This design comes from an exercise in tuning for small area, a short achievable clock period and few clock cycles on the open sky130 flow, not from production work. Where RTL was checked, it was by simulation tests only, not by an equivalence proof against the original. No activity file was given, so power comes from the tool's default toggle rates.

==> flow/design.v <==
module algo_3_final (
    input  wire        clk,
    input  wire        reset,       
    input  wire        trigger,     
    input  wire        pix_valid,
    input  wire [7:0]  pix_data,
    output wire        pix_ready,
    input  wire [10:0] data_ram_i,
    output wire [10:0] data_ram_o,
    output wire [10:0] addr_ram,
    output wire        we,
    input  wire [13:0] data_ram_energia_i,
    output wire [13:0] data_ram_energia_o,
    output wire [10:0] addr_ram_energia,
    input  wire [5:0]  data_ram_cantidad_i,
    output wire [5:0]  data_ram_cantidad_o,
    output wire [10:0] addr_ram_cantidad,
    output wire        fin_signal
);
  localparam integer PIXELS  = 7081;
  localparam integer RING    = 99;     
  localparam integer DLY     = 92;     
  function [6:0] step7(input [6:0] x);
    step7 = {x[5:0], x[6] ^ x[5]};
  endfunction
  function gt11(input [10:0] a, input [10:0] b);
    reg [15:0] g0, l0;
    reg [7:0]  g1, l1;
    reg [3:0]  g2, l2;
    reg [1:0]  g3, l3;
    integer k;
    begin
      g0 = {5'd0, a} & ~{5'd0, b};
      l0 = ~{5'd0, a} & {5'd0, b};
      for (k = 0; k < 8; k = k + 1) begin
        g1[k] = g0[2*k+1] | (~l0[2*k+1] & g0[2*k]);
        l1[k] = l0[2*k+1] | (~g0[2*k+1] & l0[2*k]);
      end
      for (k = 0; k < 4; k = k + 1) begin
        g2[k] = g1[2*k+1] | (~l1[2*k+1] & g1[2*k]);
        l2[k] = l1[2*k+1] | (~g1[2*k+1] & l1[2*k]);
      end
      for (k = 0; k < 2; k = k + 1) begin
        g3[k] = g2[2*k+1] | (~l2[2*k+1] & g2[2*k]);
        l3[k] = l2[2*k+1] | (~g2[2*k+1] & l2[2*k]);
      end
      gt11 = g3[1] | (~l3[1] & g3[0]);
    end
  endfunction
  function [6:0] after7(input integer n);
    integer k;
    begin
      after7 = 7'd1;
      for (k = 0; k < n; k = k + 1) after7 = step7(after7);
    end
  endfunction
  localparam [6:0]  COL95  = after7(94);         
  localparam [6:0]  COL96  = after7(95);
  localparam [6:0]  COL97  = after7(96);
  localparam [6:0]  RINGE  = after7(RING - 1);   
  localparam [6:0]  WPTRE  = after7(DLY - 1);    
  localparam [6:0]  ROWL   = after7(PIXELS / 97 - 1);   
  reg  restart;
  always @(posedge clk) restart <= !reset || trigger;
  reg        fin, rdy, we_r;
  reg [6:0]  row;         
  reg        last1;       
  reg        done;        
  reg [7:0]  vb;          
  reg        vb_valid;
  reg [1:0]  st;          
  reg        fwr;         
  reg        clr;         
  reg [10:0] a_e;
  reg [13:0] d_e;
  reg [5:0]  d_c;
  reg [10:0] label_r;     
  reg [10:0] lab2;        
  reg        lab1z, lab2z;
  reg [10:0] R1;          
  reg        R1z;
  reg [10:0] PP;          
  reg        PPz;
  reg [10:0] M3;          
  reg        M3z;
  reg [10:0] q0, q1, q2;  
  reg        q0z, q1z, q2z;
  reg [3:0]  qn;          
  reg        cap, cap_ok;
  reg [6:0]  wptr;        
  reg        filled;
  reg [6:0]  col;         
  reg        mL;          
  reg        mURn;        
  reg [6:0]  ring;        
  reg        i1;          
  reg [10:0] nxt;         
  reg        wrapped;
  reg [11:0] cf;          
  assign pix_ready           = rdy && !restart;
  assign we                  = we_r;
  assign fin_signal          = fin && !restart;
  assign data_ram_o          = label_r;
  assign addr_ram            = {4'd0, wptr & {7{fwr}}};    
  assign addr_ram_energia    = a_e;
  assign addr_ram_cantidad   = a_e;
  assign data_ram_energia_o  = d_e;
  assign data_ram_cantidad_o = d_c;
  wire accept = pix_valid && rdy;    
  reg  can;               
  wire proc   = vb_valid && can;
  wire        vnz   = |vb;
  wire [10:0] lft   = i1 ? lab2 : label_r;
  wire        gt1   = gt11(label_r, M3);
  wire        gt2   = gt11(lab2, M3);
  wire        gt    = !mL && (i1 ? gt2 : gt1);
  wire        lftz  = mL | (i1 ? lab2z : lab1z);
  wire        allz  = lftz & M3z;
  wire        selmx = vnz & !allz;
  wire        selnx = vnz & allz;
  wire [10:0] lab   = (selmx & gt) ? lft :
                      selmx ? M3 : (selnx ? nxt : 11'd0);
  wire        labz  = !vnz | (allz & (nxt == 11'd0));
  wire        op_new = vnz & allz & !wrapped;
  wire        op_rmw = vnz & !labz & !op_new;
  wire        p_new  = proc & op_new;
  wire        p_rmw  = proc & op_rmw;
  wire        alloc  = proc & vnz & allz;
  wire [10:0] sm  = mURn ? 11'd0 : q0;
  wire        smz = mURn | q0z;
  wire [10:0] m3n = gt11(sm, PP) ? sm : PP;
  wire        m3z = PPz & smz;
  wire [10:0] r1m = mURn ? 11'd0 : R1;
  wire        r1mz = mURn | R1z;
  wire [10:0] ppn = gt11(q0, r1m) ? q0 : r1m;
  wire        ppz = r1mz & q0z;
  wire [10:0] din  = cap_ok ? data_ram_i : 11'd0;
  wire        dinz = (din == 11'd0);
  wire        eqr   = (cf == {1'b0, nxt});
  wire [1:0]  st_n  = p_rmw ? 2'd1 : (st == 2'd1) ? 2'd2 : (st == 2'd2) ? 2'd3 : 2'd0;
  wire        cfinc = clr | (alloc & eqr);
  wire [11:0] cf_p1 = cf + 12'd1;
  wire [11:0] cf_n  = cfinc ? cf_p1 : cf;
  wire        cfd_n = cf[11] | (&cf[10:0] & cfinc);    
  wire        fin_n = fin | (done && can && cfd_n);
  wire        we_n  = !fin_n && (st_n != 2'd1);
  wire        lab_n = p_new | p_rmw;              
  wire        lbr_n = (st == 2'd2);               
  wire        fwr_n = (proc & !op_rmw) | (st == 2'd1);
  wire        vbv_n = accept | (vb_valid & !proc);
  wire        last1_n = last1 | (proc && row == ROWL && col == COL96);
  wire        done_n  = done | (proc && last1);
  wire        open_n  = !(done_n || (last1_n && vbv_n));
  wire        clr_n = we_n & !lab_n & !lbr_n & (st_n != 2'd2) & !cfd_n;
  always @(posedge clk) begin
    if (restart) begin
      fin <= 1'b0; rdy <= 1'b1;
      row <= 7'd1; last1 <= 1'b0; done <= 1'b0;
      vb_valid <= 1'b0;
      st <= 2'd0; fwr <= 1'b0; clr <= 1'b0;
      R1 <= 11'd0; R1z <= 1'b1; PP <= 11'd0; PPz <= 1'b1; M3 <= 11'd0; M3z <= 1'b1;
      q0 <= 11'd0; q1 <= 11'd0; q2 <= 11'd0; q0z <= 1'b1; q1z <= 1'b1; q2z <= 1'b1;
      qn <= 4'b1000; cap <= 1'b0; can <= 1'b1;
      wptr <= 7'd1; filled <= 1'b0;
      col <= 7'd1; mL <= 1'b1; mURn <= 1'b0;
      ring <= 7'd1; i1 <= 1'b1;
      nxt <= 11'd1; wrapped <= 1'b0; cf <= 12'd1;
    end else begin
      vb_valid <= vbv_n;
      last1    <= last1_n;
      done     <= done_n;
      rdy      <= open_n && (!vbv_n || st_n == 2'd0 || st_n == 2'd3);
      fin      <= fin_n;
      st       <= st_n;
      cf       <= cf_n;
      clr      <= clr_n;
      fwr <= fwr_n;
      if (fwr) begin
        if (wptr == WPTRE) begin wptr <= 7'd1; filled <= 1'b1; end
        else wptr <= step7(wptr);
      end
      cap <= fwr;
      can <= (st_n == 2'd0) || (st_n == 2'd3);
      if (cap && !proc) qn <= {qn[2:0], 1'b0};
      if (proc && !cap) qn <= {1'b0, qn[3:1]};
      if (proc) begin
        q0 <= q1; q0z <= q1z;
        q1 <= q2; q1z <= q2z;
      end
      if (cap) begin
        if (proc ? qn[1] : qn[0]) begin q0 <= din; q0z <= dinz; end
        if (proc ? qn[2] : qn[1]) begin q1 <= din; q1z <= dinz; end
        if (proc ? qn[3] : qn[2]) begin q2 <= din; q2z <= dinz; end
      end
      if (proc) begin
        R1 <= q0; R1z <= q0z;
        PP <= ppn; PPz <= ppz;
        M3 <= m3n; M3z <= m3z;
        col  <= (col == COL97) ? 7'd1 : step7(col);
        if (col == COL97) row <= step7(row);
        mL   <= (col == COL97);
        mURn <= (col == COL95);
        ring <= (ring == RINGE) ? 7'd1 : step7(ring);
        i1   <= (ring == RINGE);
        if (alloc) begin
          nxt <= nxt + 11'd1;
          if (nxt == 11'd2047) wrapped <= 1'b1;
        end
      end
    end
  end
  always @(posedge clk) begin
    if (accept) vb <= pix_data;
    we_r   <= we_n;
    cap_ok <= filled;
    a_e    <= lab_n ? lab : (lbr_n ? label_r : cf_n[10:0]);
    if (lab_n) begin
      d_e <= {6'd0, vb};
      d_c <= 6'd1;
    end else if (st == 2'd2) begin
      d_e <= data_ram_energia_i + d_e;
      d_c <= data_ram_cantidad_i + 6'd1;
    end else if (st != 2'd1) begin
      d_e <= 14'd0;
      d_c <= 6'd0;
    end
    if (proc) begin
      label_r <= lab; lab1z <= labz;
      lab2 <= label_r; lab2z <= lab1z;
    end
  end
endmodule
==> flow/config.mk <==
export PLATFORM = sky130hd
export DESIGN_NAME = algo_3_final
export DESIGN_NICKNAME = algo_3_final
export VERILOG_FILES = /design/flow/design.v
export SDC_FILE = /design/flow/constraint.sdc
export NUM_CORES = 4
export LEC_CHECK = 0
export ABC_AREA = 1
export CAP_MARGIN = 20
export CORE_MARGIN = 2
export CORE_UTILIZATION = 40
export SETUP_SLACK_MARGIN = 3.3
export SLEW_MARGIN = 20
==> flow/constraint.sdc <==
create_clock -name core_clock -period 5.5 [get_ports {clk}]
set_input_delay 1.1000 -clock core_clock [delete_from_list [all_inputs] [get_ports {clk}]]
set_output_delay 1.1000 -clock core_clock [all_outputs]
set_load 0.01 [all_outputs]
run.sh (not shown) runs the stock make flow with config.mk's settings and CLKGATE_MAP_FILE= SYNTH_SCRIPT=/design/flow/synth_recipe.tcl, a recipe that flattens the netlist after the stock synthesis.
Testbench counts at the start, summed over its fixed seeds: cycles 173,018.
Edit:
--- a/flow/design.v
+++ b/flow/design.v
@@ -139,18 +139,20 @@
   wire        eqr   = (cf == {1'b0, nxt});
   wire [1:0]  st_n  = p_rmw ? 2'd1 : (st == 2'd1) ? 2'd2 : (st == 2'd2) ? 2'd3 : 2'd0;
   wire        cfinc = clr | (alloc & eqr);
   wire [11:0] cf_p1 = cf + 12'd1;
   wire [11:0] cf_n  = cfinc ? cf_p1 : cf;
   wire        cfd_n = cf[11] | (&cf[10:0] & cfinc);    
-  wire        fin_n = fin | (done && can && cfd_n);
+  wire        fin_n = fin | (done && (st == 2'd0 || st == 2'd3) && cfd_n);
   wire        we_n  = !fin_n && (st_n != 2'd1);
   wire        lab_n = p_new | p_rmw;              
   wire        lbr_n = (st == 2'd2);               
   wire        fwr_n = (proc & !op_rmw) | (st == 2'd1);
   wire        vbv_n = accept | (vb_valid & !proc);
+  wire        vbz_n = accept ? (pix_data == 8'd0) : (vb == 8'd0);
+  wire        can_n = (st_n == 2'd0) || (st_n == 2'd3) || (st_n == 2'd2 && vbz_n);
   wire        last1_n = last1 | (proc && row == ROWL && col == COL96);
   wire        done_n  = done | (proc && last1);
   wire        open_n  = !(done_n || (last1_n && vbv_n));
   wire        clr_n = we_n & !lab_n & !lbr_n & (st_n != 2'd2) & !cfd_n;
   always @(posedge clk) begin
     if (restart) begin
@@ -166,24 +168,24 @@
       ring <= 7'd1; i1 <= 1'b1;
       nxt <= 11'd1; wrapped <= 1'b0; cf <= 12'd1;
     end else begin
       vb_valid <= vbv_n;
       last1    <= last1_n;
       done     <= done_n;
-      rdy      <= open_n && (!vbv_n || st_n == 2'd0 || st_n == 2'd3);
+      rdy      <= open_n && (!vbv_n || can_n);
       fin      <= fin_n;
       st       <= st_n;
       cf       <= cf_n;
       clr      <= clr_n;
       fwr <= fwr_n;
       if (fwr) begin
         if (wptr == WPTRE) begin wptr <= 7'd1; filled <= 1'b1; end
         else wptr <= step7(wptr);
       end
       cap <= fwr;
-      can <= (st_n == 2'd0) || (st_n == 2'd3);
+      can <= can_n;
       if (cap && !proc) qn <= {qn[2:0], 1'b0};
       if (proc && !cap) qn <= {1'b0, qn[3:1]};
       if (proc) begin
         q0 <= q1; q0z <= q1z;
         q1 <= q2; q1z <= q2z;
       end
=> Final cell count went up by 1.2%; worst setup slack is about the same; die area is lower by 0.45%; register-to-register slack gets worse by 100 ps; area after synthesis decreases by 0.46%; core utilization rises by 1.1 points; count of clock-buffer cells in the layout climbs by 1; power is higher by 1.7%.
The RTL of the second run of this note was laid out without a check of its function.

static timing again, ports no longer ideal:
The results above use ideal ports. As a check the final layouts listed here were re-extracted and re-timed, cells and wires unchanged.
Step 1, drivers: a clkbuf_16 drives clk and a buf_2 each remaining input, both assumed.
Step 2 adds t to the input delays and takes it off the output delays; t is the mean of the earliest and latest rising clock arrival at the registers after step 1. Input paths then give back, and output paths get back, about the clock's delay inside the block.
a / b / c = no drivers / after step 1 / after step 2; a / b = the first two.
run	shift t [ns]	slack for setup (ns)	hold slack, ns	worst setup path at the end
the first run	0.565	3.178 / 3.132 / 2.780	0.402 / 0.402 / 0.402	input to register
the second run	0.567	3.179 / 3.131 / 2.805	0.391 / 0.391 / 0.391	input to register
After both steps every run listed still meets setup and hold. For the first run, which loses most, drivers alone change the setup slack by -0.046 ns; drivers and shift together by -0.398 ns.
